Background: an optimization exercise with open tools, aiming at a short achievable clock period and few clock cycles. Do not read the settings as production practice.
Function was checked by simulation only, so behaviour that the tests miss may differ from the original.
Power figures rest on the tool's default switching activity, not on a simulated workload.

File: flow/run.sh
#!/bin/bash
set -euo pipefail
bash standard.sh ADDER_MAP_FILE= SETUP_SLACK_MARGIN=7 TNS_END_PERCENT=5 \
    "BUFFER_PORTS_ARGS=-buffer_cell sky130_fd_sc_hd__buf_4" finish > run_make.log 2>&1
File: standard.sh
#!/bin/bash
# synth_recipe.tcl (not shown) runs the flow's synth.tcl, then flattens the netlist and writes it again
# the make line also repeats each setting of config.mk as NAME=value (left out here)
make -C /OpenROAD-flow-scripts/flow DESIGN_CONFIG=/design/flow/config.mk WORK_HOME=/design/flow/orfs CLKGATE_MAP_FILE= SYNTH_SCRIPT=/design/flow/synth_recipe.tcl "${@:-finish}"
File: config.mk
export PLATFORM = sky130hd
export DESIGN_NAME = single_cycle_cpu
export DESIGN_NICKNAME = single_cycle_cpu
export VERILOG_FILES = /design/flow/design.v
export SDC_FILE = /design/flow/constraint.sdc
export NUM_CORES = 8
export LEC_CHECK = 0
export CAP_MARGIN = 50
export CORE_MARGIN = 2
export CORE_UTILIZATION = 65
export PLACE_DENSITY = 0.75
export SLEW_MARGIN = 75
export SYNTH_HIERARCHICAL = 1
export SYNTH_MINIMUM_KEEP_SIZE = 0
File: constraint.sdc
create_clock -name core_clock -period 11.0 [get_ports {clk}]
set_input_delay 2.2000 -clock core_clock [delete_from_list [all_inputs] [get_ports {clk}]]
set_output_delay 2.2000 -clock core_clock [all_outputs]
set_load 0.01 [all_outputs]
File: design.v
module pre_and #(
    parameter int N = 8,
    parameter int L = 3             
) (
    input  logic [N-1:0] x,
    output logic [N-1:0] y
);
    logic [N-1:0] t [0:L];
    always_comb begin
        t[0] = {x[N-2:0], 1'b1};
        for (int l = 0; l < L; l++)
            for (int i = 0; i < N; i++)
                t[l+1][i] = (i >= (1 << l)) ? (t[l][i] & t[l][i - (1 << l)]) : t[l][i];
    end
    assign y = t[L];
endmodule
module inc_add #(
    parameter int N = 62,
    parameter int L = 6             
) (
    input  logic [N-1:0] x,
    output logic [N-1:0] y
);
    logic [N-1:0] c;
    pre_and #(.N(N), .L(L)) u_c (.x(x), .y(c));
    assign y = x ^ c;
endmodule
module ks_add #(
    parameter int W = 64,
    parameter int L = 6             
) (
    input  logic [W-1:0] a,
    input  logic [W-1:0] b,
    input  logic         cin,
    output logic [W-1:0] s
);
    logic [W-1:0] g [0:L];
    logic [W-1:0] p [0:L];
    always_comb begin
        g[0] = a & b;
        p[0] = a ^ b;
        g[0][0] = (a[0] & b[0]) | ((a[0] ^ b[0]) & cin);
        for (int l = 0; l < L; l++)
            for (int i = 0; i < W; i++)
                if (i >= (1 << l)) begin
                    g[l+1][i] = g[l][i] | (p[l][i] & g[l][i - (1 << l)]);
                    p[l+1][i] = p[l][i] & p[l][i - (1 << l)];
                end else begin
                    g[l+1][i] = g[l][i];
                    p[l+1][i] = p[l][i];
                end
    end
    assign s = (a ^ b) ^ {g[L][W-2:0], cin};
endmodule
module sx_add #(
    parameter int W  = 64,
    parameter int K  = 13,
    parameter int LK = 4,           
    parameter int LH = 6            
) (
    input  logic [W-1:0] a,
    input  logic [K-1:0] b,
    output logic [W-1:0] s
);
    logic [K:0]     lo;
    logic [W-K-1:0] hi, up, dn, cu, cd;
    ks_add #(.W(K + 1), .L(LK)) u_lo (.a({1'b0, a[K-1:0]}), .b({1'b0, b}), .cin(1'b0), .s(lo));
    assign hi = a[W-1:K];
    pre_and #(.N(W - K), .L(LH)) u_cu (.x(hi), .y(cu));
    pre_and #(.N(W - K), .L(LH)) u_cd (.x(~hi), .y(cd));
    assign up = hi ^ cu;
    assign dn = hi ^ cd;
    wire c  = lo[K];
    wire sg = b[K-1];
    assign s = {(c == sg) ? hi : (c ? up : dn), lo[K-1:0]};
endmodule
module out_reg #(
    parameter int W = 32
) (
    input  logic         clk,
    input  logic [W-1:0] d,
    output logic [W-1:0] q
);
    always_ff @(posedge clk) q <= d;
endmodule
module single_cycle_cpu (
    input  logic        clk,
    input  logic        rst,
    output logic [31:0] imem_addr,
    input  logic [31:0] imem_rdata,
    output logic [31:0] dmem_addr,
    output logic [63:0] dmem_wdata,
    output logic        dmem_we,
    input  logic [63:0] dmem_rdata
);
    localparam int NB = 16;                
    logic [63:0]   pc_f;
    logic          v_d;
    logic [31:0]   ir_d;
    logic [63:0]   pc_d;
    logic [63:0]   pc4_d;        
    logic [13:0]   tlo_d;        
    logic          tsg_d;        
    logic [50:0]   hip_d, him_d;  
    wire  [63:0]   tgt = {(tlo_d[13] == tsg_d) ? pc_d[63:13] : (tlo_d[13] ? hip_d : him_d),
                          tlo_d[12:0]};
    logic [63:0]   ra_d, rb_d;   
    logic [NB-1:0] hv_d;         
    logic          hb_d;         
    logic          cf_d;         
    logic          pt_d;         
    logic          fold_d;       
    logic [9:0]    ft_d;         
    logic [9:0]    t_d;          
    logic          v_e, wr_e, we_e, br_e, cf_e, ld_e, pe_e, hb_e, lg_e, sub_e, orr_e;
    logic [NB-1:0] hv_e;
    logic [4:0]    rd_e, rs1_e, rs2_e;
    logic [63:0]   a_e, b_e, sd_e;
    logic [31:0]   ar_e;
    logic [63:0]   pc_e, tgt_e, ft_e;
    logic          v_w, wr_w, br_w, cf_w, tk_w, hb_w;
    logic [NB-1:0] hv_w;
    logic [4:0]    rd_w;
    logic [63:0]   w_res, pc_w, tgt_w, ft_w;
    logic [31:1]   wen_w;        
    logic          wr_x;         
    logic [4:0]    rd_x;
    logic [63:0]   x_res;
    wire [NB-1:0]    bv, bbr, bcf, bfv, bpe;
    wire [NB*10-1:0] ba, bt, bf;
    wire           f_in = (pc_f[63:12] == 52'd0) && (pc_f[1:0] == 2'd0);
    logic [NB-1:0] fh;
    logic [9:0]    f_t, f_f;
    always_comb begin
        f_t = 10'd0;
        f_f = 10'd0;
        for (int i = 0; i < NB; i++) begin
            fh[i] = f_in && bv[i] && (ba[i*10 +: 10] == pc_f[11:2]);
            f_t = f_t | (bt[i*10 +: 10] & {10{fh[i]}});
            f_f = f_f | (bf[i*10 +: 10] & {10{fh[i]}});
        end
    end
    wire        f_hb   = |(fh & bbr);
    wire        f_cf   = |(fh & bcf);
    wire        f_pt   = |(fh & bpe);
    wire        f_fold = |(fh & bfv);
    wire [61:0] f_inc;
    inc_add #(.N(62), .L(6)) u_finc (.x(pc_f[63:2]), .y(f_inc));
    wire [13:0] tlo_f;
    wire [50:0] hcu, hcd;
    ks_add #(.W(14), .L(4)) u_tlo (.a({1'b0, pc_f[12:0]}),
        .b({1'b0, imem_rdata[31], imem_rdata[7], imem_rdata[30:25], imem_rdata[11:8], 1'b0}),
        .cin(1'b0), .s(tlo_f));
    pre_and #(.N(51), .L(6)) u_hcu (.x(pc_f[63:13]), .y(hcu));
    pre_and #(.N(51), .L(6)) u_hcd (.x(~pc_f[63:13]), .y(hcd));
    wire [63:0] f_next = {f_inc[61:11],
                          f_pt ? {1'b0, f_t} : f_fold ? {1'b0, f_f} : f_inc[10:0],
                          pc_f[1:0]};
    logic             rst_q;
    always_ff @(posedge clk) rst_q <= rst;
    wire [32*64-1:0]  rfv;
    assign rfv[63:0] = 64'd0;
    genvar g;
    for (g = 1; g < 32; g++) begin : rf
        logic [63:0] q;
        always_ff @(posedge clk) begin
            if (rst_q)
                q <= 64'd0;
            else if (wen_w[g])
                q <= w_res;
        end
        assign rfv[g*64 +: 64] = q;
    end
    wire [63:0] ra_f = rfv[imem_rdata[19:15]*64 +: 64];
    wire [63:0] rb_f = rfv[imem_rdata[24:20]*64 +: 64];
    logic      st_p;
    wire       stall  = v_d && st_p;
    wire [6:0] op_f   = imem_rdata[6:0];
    wire [2:0] f3_f   = imem_rdata[14:12];
    wire       ld_f   = (op_f == 7'b0000011);
    wire       st_f   = (op_f == 7'b0100011);
    wire       ai_f   = (op_f == 7'b0010011);
    wire       op_rf  = (op_f == 7'b0110011);
    wire       br_f   = (op_f == 7'b1100011);
    logic      is_ld, is_st, is_ai, is_br, writes, lg, orr, sub, same;
    logic [11:0] imm_ls;      
    always_ff @(posedge clk) begin
        if (!stall) begin
            is_ld  <= ld_f;
            is_st  <= st_f;
            is_ai  <= ai_f;
            is_br  <= br_f;
            writes <= (ld_f || ai_f || op_rf) && (imem_rdata[11:7] != 5'd0);
            lg     <= op_rf && (f3_f == 3'b111 || f3_f == 3'b110);    
            orr    <= (f3_f == 3'b110);
            sub    <= op_rf && (f3_f == 3'b000) && (imem_rdata[31:25] == 7'b0100000);
            same   <= (imem_rdata[19:15] == imem_rdata[24:20]);
            imm_ls <= st_f ? {imem_rdata[31:25], imem_rdata[11:7]} : imem_rdata[31:20];
        end
    end
    wire [4:0] rs1   = ir_d[19:15];
    wire [4:0] rs2   = ir_d[24:20];
    wire [4:0] rd    = ir_d[11:7];
    wire [63:0] imm_i = {{52{ir_d[31]}}, ir_d[31:20]};
    logic       sa_e, sa_w, sa_x, sb_e, sb_w, sb_x;
    wire [4:0]  rs1_f  = imem_rdata[19:15];
    wire [4:0]  rs2_f  = imem_rdata[24:20];
    wire        ldst_f = (imem_rdata[6:0] == 7'b0000011) || (imem_rdata[6:0] == 7'b0100011);
    wire        wd     = v_d && writes;
    always_ff @(posedge clk) begin
        if (!stall) begin
            sa_e <= wd && (rd == rs1_f);
            sb_e <= wd && (rd == rs2_f);
            sa_w <= wr_e && (rd_e == rs1_f);
            sb_w <= wr_e && (rd_e == rs2_f);
            sa_x <= wr_w && (rd_w == rs1_f);
            sb_x <= wr_w && (rd_w == rs2_f);
            st_p <= ldst_f && wd && (rd == rs1_f);
        end else begin
            sa_e <= 1'b0;
            sb_e <= 1'b0;
            sa_w <= wr_e && (rd_e == rs1);
            sb_w <= wr_e && (rd_e == rs2);
            sa_x <= 1'b0;
            sb_x <= 1'b0;
            st_p <= 1'b0;
        end
    end
    wire        fa   = sa_e;
    wire        fb   = sb_e;
    wire [63:0] a_c  = sa_w ? w_res : sa_x ? x_res : ra_d;
    wire [63:0] b_c  = sb_w ? w_res : sb_x ? x_res : rb_d;
    logic [63:0] e_res;
    logic [63:0] e_oth, sum;
    wire        e_sum = !ld_e && !lg_e;
    wire [63:0] a_nx  = (fa && e_sum) ? sum : (fa ? e_oth : a_c);
    wire [63:0] sd_nx = (fb && e_sum) ? sum : (fb ? e_oth : b_c);
    wire [63:0] b_ot  = (fb && !is_ai) ? e_oth : (is_ai ? imm_i : b_c);
    wire [63:0] b_nx  = (fb && !is_ai && e_sum) ? (sum ^ {64{sub}}) : (b_ot ^ {64{sub}});
    wire [31:0] ar_nx;
    sx_add #(.W(32), .K(12), .LK(4), .LH(5)) u_agu (.a(a_c[31:0]), .b(imm_ls), .s(ar_nx));
    wire [63:0] ft      = fold_d ? {52'd0, ft_d, 2'd0} : pc4_d;
    wire        d_taken = is_br && (hb_d ? pt_d : same);
    wire        dir_d = cf_d ? pt_d : d_taken;
    wire        d_redir = v_d && !stall && (dir_d != pt_d);
    wire [63:0] d_rpc   = pt_d ? ft : (cf_d ? {52'd0, t_d, 2'd0} : tgt);
    wire [63:0] bb_e = b_e;
    ks_add #(.W(64), .L(6)) u_alu (.a(a_e), .b(bb_e), .cin(sub_e), .s(sum));
    wire [63:0] lgc  = orr_e ? (a_e | b_e) : (a_e & b_e);
    assign e_oth = ld_e ? dmem_rdata : lgc;
    assign e_res = e_sum ? sum : e_oth;
    wire z_s  = ((a_e ^ bb_e) == {a_e[62:0] | bb_e[62:0], sub_e});
    wire z_x  = ld_e ? (dmem_rdata == 64'd0) : (lg_e ? (lgc == 64'd0) : z_s);
    wire        take  = cf_e ? z_x : (a_e == b_e);
    wire        mis   = (br_e || cf_e) && (take != pe_e);
    wire [63:0] e_rpc = pe_e ? ft_e : tgt_e;
    assign dmem_addr  = ar_e;
    assign dmem_wdata = sd_e;
    assign dmem_we    = we_e;
    wire go = v_d && !stall && !mis;
    wire [63:0] pc_nx = rst ? 64'd0 : mis ? e_rpc : d_redir ? d_rpc : stall ? pc_f : f_next;
    always_ff @(posedge clk) pc_f <= pc_nx;
    out_reg #(.W(32)) u_imem_addr (.clk(clk), .d(pc_nx[31:0]), .q(imem_addr));
    always_ff @(posedge clk) begin
        if (rst)
            v_d <= 1'b0;
        else if (mis || d_redir)
            v_d <= 1'b0;
        else if (!stall)
            v_d <= 1'b1;
        if (!stall) begin
            ir_d   <= imem_rdata;
            pc_d   <= pc_f;
            pc4_d  <= {f_inc, pc_f[1:0]};
            tlo_d  <= tlo_f;
            tsg_d  <= imem_rdata[31];
            hip_d  <= pc_f[63:13] ^ hcu;
            him_d  <= pc_f[63:13] ^ hcd;
            ra_d   <= rst_q ? 64'd0 : ra_f;
            rb_d   <= rst_q ? 64'd0 : rb_f;
            hv_d   <= fh;
            hb_d   <= f_hb;
            cf_d   <= f_cf;
            pt_d   <= f_pt;
            fold_d <= f_fold;
            ft_d   <= f_f;
            t_d    <= f_t;
        end else begin
            ra_d   <= a_c;
            rb_d   <= b_c;
        end
    end
    always_ff @(posedge clk) begin
        if (rst) begin
            v_e  <= 1'b0;
            wr_e <= 1'b0;
            we_e <= 1'b0;
            br_e <= 1'b0;
            cf_e <= 1'b0;
        end else begin
            v_e  <= go;
            wr_e <= go && writes;
            we_e <= go && is_st;
            br_e <= go && is_br;
            cf_e <= go && cf_d;
        end
        ld_e  <= is_ld;
        lg_e  <= lg;
        orr_e <= orr;
        sub_e <= sub;
        rd_e  <= rd;
        rs1_e <= rs1;
        rs2_e <= rs2;
        a_e   <= a_nx;
        b_e   <= b_nx;
        sd_e  <= sd_nx;
        ar_e  <= ar_nx;
        pe_e  <= dir_d;
        hv_e  <= hv_d;
        hb_e  <= hb_d;
        pc_e  <= pc_d;
        tgt_e <= cf_d ? {52'd0, t_d, 2'd0} : tgt;
        ft_e  <= ft;
    end
    always_ff @(posedge clk) begin
        if (rst) begin
            v_w  <= 1'b0;
            wr_w <= 1'b0;
            br_w <= 1'b0;
            cf_w <= 1'b0;
            wr_x <= 1'b0;
        end else begin
            v_w  <= v_e;
            wr_w <= wr_e;
            br_w <= br_e;
            cf_w <= cf_e;
            wr_x <= wr_w;
        end
        w_res <= e_res;
        for (int i = 1; i < 32; i++)
            wen_w[i] <= !rst && wr_e && (rd_e == i);
        rd_w  <= rd_e;
        tk_w  <= take;
        hv_w  <= hv_e;
        hb_w  <= hb_e;
        pc_w  <= pc_e;
        tgt_w <= tgt_e;
        ft_w  <= ft_e;
        x_res <= w_res;
        rd_x  <= rd_w;
    end
    localparam logic [1:0] K_BR = 2'd0, K_UF = 2'd1, K_DF = 2'd2, K_CF = 2'd3;
    wire in_w   = (pc_w[63:12] == 52'd0) && (pc_w[1:0] == 2'd0);
    wire in_e   = (pc_e[63:12] == 52'd0) && (pc_e[1:0] == 2'd0);
    wire in_tw  = (tgt_w[63:12] == 52'd0) && (tgt_w[1:0] == 2'd0);
    wire in_te  = (tgt_e[63:12] == 52'd0) && (tgt_e[1:0] == 2'd0);
    wire seq_ew = v_w && in_w && in_e && (pc_w[11:2] + 10'd1 == pc_e[11:2]);
    wire same_e = (rs1_e == rs2_e);
    logic       q_br, q_uc, q_df, q_ncf, q_seq, q_cfb, q_cfx;
    logic [9:0] q_aw, q_tw, q_te, q_pe1;
    always_ff @(posedge clk) begin
        if (rst) begin
            q_br <= 1'b0;
            q_uc <= 1'b0;
            q_cfb <= 1'b0;
        end else begin
            q_br  <= br_w && tk_w && !hb_w && in_w && in_tw;
            q_uc  <= br_e && same_e && in_te;
            q_cfb <= br_e && !same_e && in_te && (pc_e[11:2] != 10'h3ff) &&
                     ((rs1_e == rd_w && rs2_e == 5'd0) || (rs2_e == rd_w && rs1_e == 5'd0));
        end
        q_df  <= cf_w && (ft_w == pc_e);
        q_ncf <= !cf_w;
        q_seq <= seq_ew;
        q_cfx <= !br_w && !cf_w && wr_w;
        q_aw  <= pc_w[11:2];
        q_tw  <= tgt_w[11:2];
        q_te  <= tgt_e[11:2];
        q_pe1 <= pc_e[11:2] + 10'd1;
    end
    wire rq_br = q_br;
    wire rq_df = q_uc && q_df;
    wire rq_uf = q_uc && q_ncf && q_seq;
    wire rq_cf = q_cfb && q_seq && q_cfx;
    logic        rq_v;
    logic [1:0]  rq_k;
    logic [9:0]  rq_a, rq_t, rq_f;
    always_ff @(posedge clk) begin
        if (rst)
            rq_v <= 1'b0;
        else
            rq_v <= rq_br || rq_uf || rq_df || rq_cf;
        rq_a <= q_aw;
        if (rq_br) begin
            rq_k <= K_BR;
            rq_t <= q_tw;
        end else begin
            rq_k <= rq_cf ? K_CF : (rq_df ? K_DF : K_UF);
            rq_t <= q_te;
        end
        rq_f <= rq_cf ? q_pe1 : q_te;
    end
    logic [NB-1:0] rm, rm_nx;
    logic [NB-1:0] vp;         
    wire rq_hit = |rm;
    wire alloc  = rq_v && !rq_hit && (rq_k == K_BR || rq_k == K_UF || rq_k == K_CF);
    wire same_a = (rq_a == q_aw);
    logic [NB-1:0] p_m, p_n;           
    logic [1:0]    p_k;
    logic [9:0]    p_a, p_t, p_f;
    always_ff @(posedge clk) begin
        if (rst) begin
            p_m <= '0;
            p_n <= '0;
        end else begin
            p_m <= rq_v ? rm : '0;
            p_n <= alloc ? vp : '0;
        end
        p_k <= rq_k;
        p_a <= rq_a;
        p_t <= rq_t;
        p_f <= rq_f;
    end
    wire same_p = (p_a == q_aw);
    always_comb
        for (int i = 0; i < NB; i++)
            rm_nx[i] = (bv[i] && (ba[i*10 +: 10] == q_aw) && !(alloc && vp[i]) && !p_n[i]) ||
                       (alloc && vp[i] && same_a) || (p_n[i] && same_p);
    always_ff @(posedge clk) rm <= rm_nx;
    always_ff @(posedge clk) begin
        if (rst)
            vp <= {{(NB-1){1'b0}}, 1'b1};
        else if (alloc)
            vp <= {vp[NB-2:0], vp[NB-1]};
    end
    wire upd_en = br_w || cf_w;
    for (g = 0; g < NB; g++) begin : btb
        logic       v, br, cf, fv;
        logic [9:0] a, t, f;
        logic       h;           
        logic [3:0] pht;         
        logic [3:0] lc, lt;      
        logic       lq;          
        assign bv[g]          = v;
        assign bbr[g]         = br;
        assign bcf[g]         = cf;
        assign bfv[g]         = fv;
        assign ba[g*10 +: 10] = a;
        assign bt[g*10 +: 10] = t;
        assign bf[g*10 +: 10] = f;
        wire        iw  = upd_en && hv_w[g];
        wire [3:0]  c1  = iw ? (tk_w ? 4'd0 : lc + 4'd1) : lc;
        wire        wt  = iw && tk_w;
        wire [3:0]  lte = wt ? lc : lt;
        wire        lqe = wt ? (lc == lt) : lq;
        wire        he  = iw ? tk_w : h;
        assign bpe[g] = (br || cf) && (lqe ? (c1 == lte) : (he ? pht[3] : pht[1]));
        wire mine = p_m[g];
        wire newe = p_n[g];
        always_ff @(posedge clk) begin
            if (rst) begin
                v <= 1'b0;
            end else begin
                if (upd_en && hv_w[g] && (br || cf)) begin
                    h <= tk_w;
                    if (h) begin
                        if (tk_w)
                            pht[3:2] <= (pht[3:2] == 2'd3) ? 2'd3 : pht[3:2] + 2'd1;
                        else
                            pht[3:2] <= (pht[3:2] == 2'd0) ? 2'd0 : pht[3:2] - 2'd1;
                    end else begin
                        if (tk_w)
                            pht[1:0] <= (pht[1:0] == 2'd3) ? 2'd3 : pht[1:0] + 2'd1;
                        else
                            pht[1:0] <= (pht[1:0] == 2'd0) ? 2'd0 : pht[1:0] - 2'd1;
                    end
                    if (tk_w) begin
                        lq <= (lc == lt);
                        lt <= lc;
                        lc <= 4'd0;
                    end else if (lc == 4'd15) begin
                        lq <= 1'b0;
                    end else begin
                        lc <= lc + 4'd1;
                    end
                end
                if ((mine || newe) && p_k == K_BR) begin
                    br  <= 1'b1;
                    cf  <= 1'b0;
                    t   <= p_t;
                    h   <= 1'b1;
                    pht <= 4'b1011;
                    lc  <= 4'd0;
                    lt  <= 4'd0;
                    lq  <= 1'b0;
                end
                if (((mine && !cf) || newe) && p_k == K_UF) begin
                    fv <= 1'b1;
                    f  <= p_f;
                end
                if (mine && cf && p_k == K_DF)
                    f <= p_f;
                if (newe && p_k == K_CF) begin
                    cf  <= 1'b1;
                    t   <= p_t;
                    fv  <= 1'b1;
                    f   <= p_f;
                    h   <= 1'b0;
                    pht <= 4'b0101;
                    lc  <= 4'd0;
                    lt  <= 4'd0;
                    lq  <= 1'b0;
                end
                if (newe) begin
                    v <= 1'b1;
                    a <= p_a;
                    if (p_k != K_BR)
                        br <= 1'b0;
                    if (p_k == K_BR)
                        fv <= 1'b0;
                    if (p_k == K_UF)
                        cf <= 1'b0;
                end
            end
        end
    end
endmodule
==> reports/metrics.yaml <==
cts_buffer_depth: 4
area_growth_pct: 19.5
drt_iter0_markers: 22100
fmax_mhz: 220
p_seq_frac: 0.488
comb_power_share: 0.061
port_buffers: 226
critPathKind: "in -> reg"
fin_nets: 18900
fp.coreArea_um2: 315000
first_pass_iters: 8
synth_cells: 18500
cts_inserted_buffers: 433
switchingPower_mw: 8.03
via_per_inst: 6.95
rsz0062_at_grt: "yes"
outcome: "finished clean"
vias: 162000
clk_pin_slew_ns: 0.06
reg2reg_slack_ns: 6.47
min_from: "hv_e[11]$_DFF_P_"
rows: 206
grt_pass1_wl_mm: 1070
grt_pass1_vias: 156000
cts_sinks: 4305
pwr_density_cell_nw_per_um2: 138
reg2regPathDepth: 15
crit_arrival_ns: 5.44
crit_buf_inv: 8
critPathTopFamily: "simple AND/OR/NAND/NOR gates"
worstHoldEndpoint: "hv_w[11]$_DFF_P_"
cts_tree: "built"
p_sw_frac: 0.236
post-route-period-util: 0.413
crit_path_end_kind: "register"
crit_path_frequent_cell: "buf_6"
fin_area_um2: 246000
setup_viol: 0
hold_path_class: "reg -> reg"
grt_usage: 0.451
hold_viol_final: 0
p_leak_nw: 87.2
detail-route-antenna-nets: 0
max_stage_delay_ns: 0.33
place_congestion: 1.03
stdcell_count: 23300
cp-start-kind: "input port"
initial_core_util: 0.653
critPathSlowestCell: "nor4_4"
routed_wl_mm: 751
fin_skew_ns: 0.0690
drcViolationCount: 0
fin_crit_ns: 4.54
drive_above_1_share: 0.249
slew_viol_final: 0
worstPathRequired_ns: 11.89
cap_violations: 0
crit_fanout: 11
r2r-start: "b_e[26]$_DFF_P_"
dp_cells: 22300
worstHoldPathCells: 0
grt_antenna_before_repair: 48
placed_area_um2: 226000
dieArea_um2: 321000
htreeDepth: 5
grt_max_degree: 64
r2r-end: "pc_f[58]$_SDFFE_PP0P_"
path_cells: "buf_4 > nor4_4 > buf_2 > buf_6 > and4_4 > nand3_4 > nor4_4 > nor2b_1 > o21a_4 > or2_4 > buf_12 > mux2i_4 > buf_6 > buf_6 > buf_4 > buf_16 > a211oi_1 > a211oi_1"
root_buffer: "clkbuf_16"
avgSynthCellArea_um2: 11.1
die_h_um: 566
io-pin-count: 227
die_w_um: 566
syn_area_um2: 206000
pwr-share-clk: 0.452
wl_per_cell_um: 32.2
grt-ovfl-total: 0
synth_warnings: 23
fin_tns_setup_ns: 0
hpwlAfterDp_mm: 510
p_int_mw: 25.9
ir_worst_vdd_mv: 0.155
clk_latency_ns: 1.03
finalPower_mw: 34.0
worst max path at each step:
stage / from / to / slack (ns) / cells past startpoint
floorplan: dmem_rdata[32] / pc_f[10]$_DFF_P_ / 6.53 / 13
global placement: dmem_rdata[33] / pc_f[19]$_DFF_P_ / 4.35 / 13
detailed placement: dmem_rdata[39] / pc_f[24]$_DFF_P_ / 4.71 / 18
CTS: dmem_rdata[60] / pc_f[51]$_SDFFE_PP0P_ / 6.62 / 18
global route: dmem_rdata[36] / pc_f[52]$_SDFFE_PP0P_ / 6.44 / 18
finish: dmem_rdata[29] / pc_f[58]$_SDFFE_PP0P_ / 6.46 / 18
metrics by stage:
stage          worst slack, ns  hold WS [ns]   util
3_3_place_gp              4.35         0.310  0.667
6_report                  6.46         0.307  0.780
4_1_cts                   6.62         0.304  0.770
2_1_floorplan             6.53         0.310      -
3_5_place_dp              4.71         0.312  0.718
5_1_grt                   6.44         0.308  0.780
cell usage in the layout, fill, tap and decap left out, drive strengths merged, types with 29 or more instances in the layout:
cell	n
nor3	163
a211oi	276
nor2	2813
a31oi	84
nor4	241
a21oi	535
mux2	195
clkinv	131
a22o	193
nor3b	46
nor2b	180
a22oi	148
mux4	1152
maj3	108
o22ai	223
buf	1407
nand2	558
clkbuf	647
nand3	151
nand4	167
a221oi	56
or3	29
xnor2	562
and2	87
nand2b	66
inv	348
and3	168
o21a	103
mux2i	2480
edfxtp	1070
o21ai	505
xor2	564
dfxtp	3235
sequential cells by signal, summed over array words and instances (netlist names), 64 cells and up:
register	count
a_e	64
b_e	64
btb.a	160
btb.f	160
btb.lc	64
btb.lt	64
btb.pht	64
btb.t	160
ft_e	64
ft_w	64
pc_d	64
pc_e	64
pc_f	64
pc_w	64
ra_d	64
rb_d	64
rf.q	1984
sd_e	64
tgt_e	64
tgt_w	64
w_res	64
x_res	64
final cells by class:
cell class | instances | area (um^2)
diodes | 26 | 65.1
clock buffers | 615 | 12800
clock inverters | 195 | 2020
fillers | 19000 | 69200
inverters | 330 | 1270
multi-input cells | 12200 | 108000
flip-flops and latches | 4305 | 97500
well taps | 4160 | 5200
repair buffers | 1469 | 19000
layer usage:
layer / part of all wire / GRT usage / vias to the layer above / routed length, um
met5: 0.00028 / 0 / - / 213
met4: 0.095 / 0.350 / 30 / 71300
met3: 0.12 / 0.116 / 3214 / 87500
li1: - / - / 67700 / -
met1: 0.35 / 0.554 / 80000 / 262000
met2: 0.44 / 0.682 / 11200 / 330000
power by group through the flow:
| stage | combinational [mW] | sequential (mW) | clock (mW) |
|---|---|---|---|
| 2_1_floorplan | 1.09 | 16.8 | 0 |
| 4_1_cts | 1.91 | 16.6 | 15.3 |
| 3_5_place_dp | 1.82 | 16.9 | 0 |
| 6_report | 2.06 | 16.6 | 15.3 |
| 5_1_grt | 2.13 | 16.6 | 15.9 |
| 3_3_place_gp | 1.52 | 16.9 | 0 |
repair_timing:
item / CTS / global route
cloned: 14 / 6
resized for setup: 132 / 84
setup endpoints to repair: 257 / 259
pin swaps: 34 / 28
hold buffers: 0 / 0
buffers inserted: 42 / 87
Testbench counts, summed over its fixed seeds: cycles 103,575.

[static timing again, ports no longer ideal]
The results above use ideal ports. As a check the final layout listed here was re-extracted and re-timed, cells and wires unchanged. Step 1 sets driving cells, clkbuf_16 on the clock port and buf_2 on the other inputs (assumed; they add their load-dependent delay and slew). Step 2 times the ports against the registers' clock, not the clock port: input delays grow and output delays shrink by t, the midpoint of the rising clock arrivals with the driver on. Slacks: no drivers / after step 1 / after step 2; pairs: no drivers / after step 1.
t (ns): 1.105
setup WS [ns]: 6.456 / 6.441 / 5.336
hold WS [ns]: 0.307 / 0.307 / 0.307
worst setup path after step 2: input to register
worst register clock-pin slew, ns: 0.07 / 0.07
After both steps setup and hold are still met in this run. For this run, drivers alone change the setup slack by -0.015 ns; drivers and shift together by -1.120 ns.
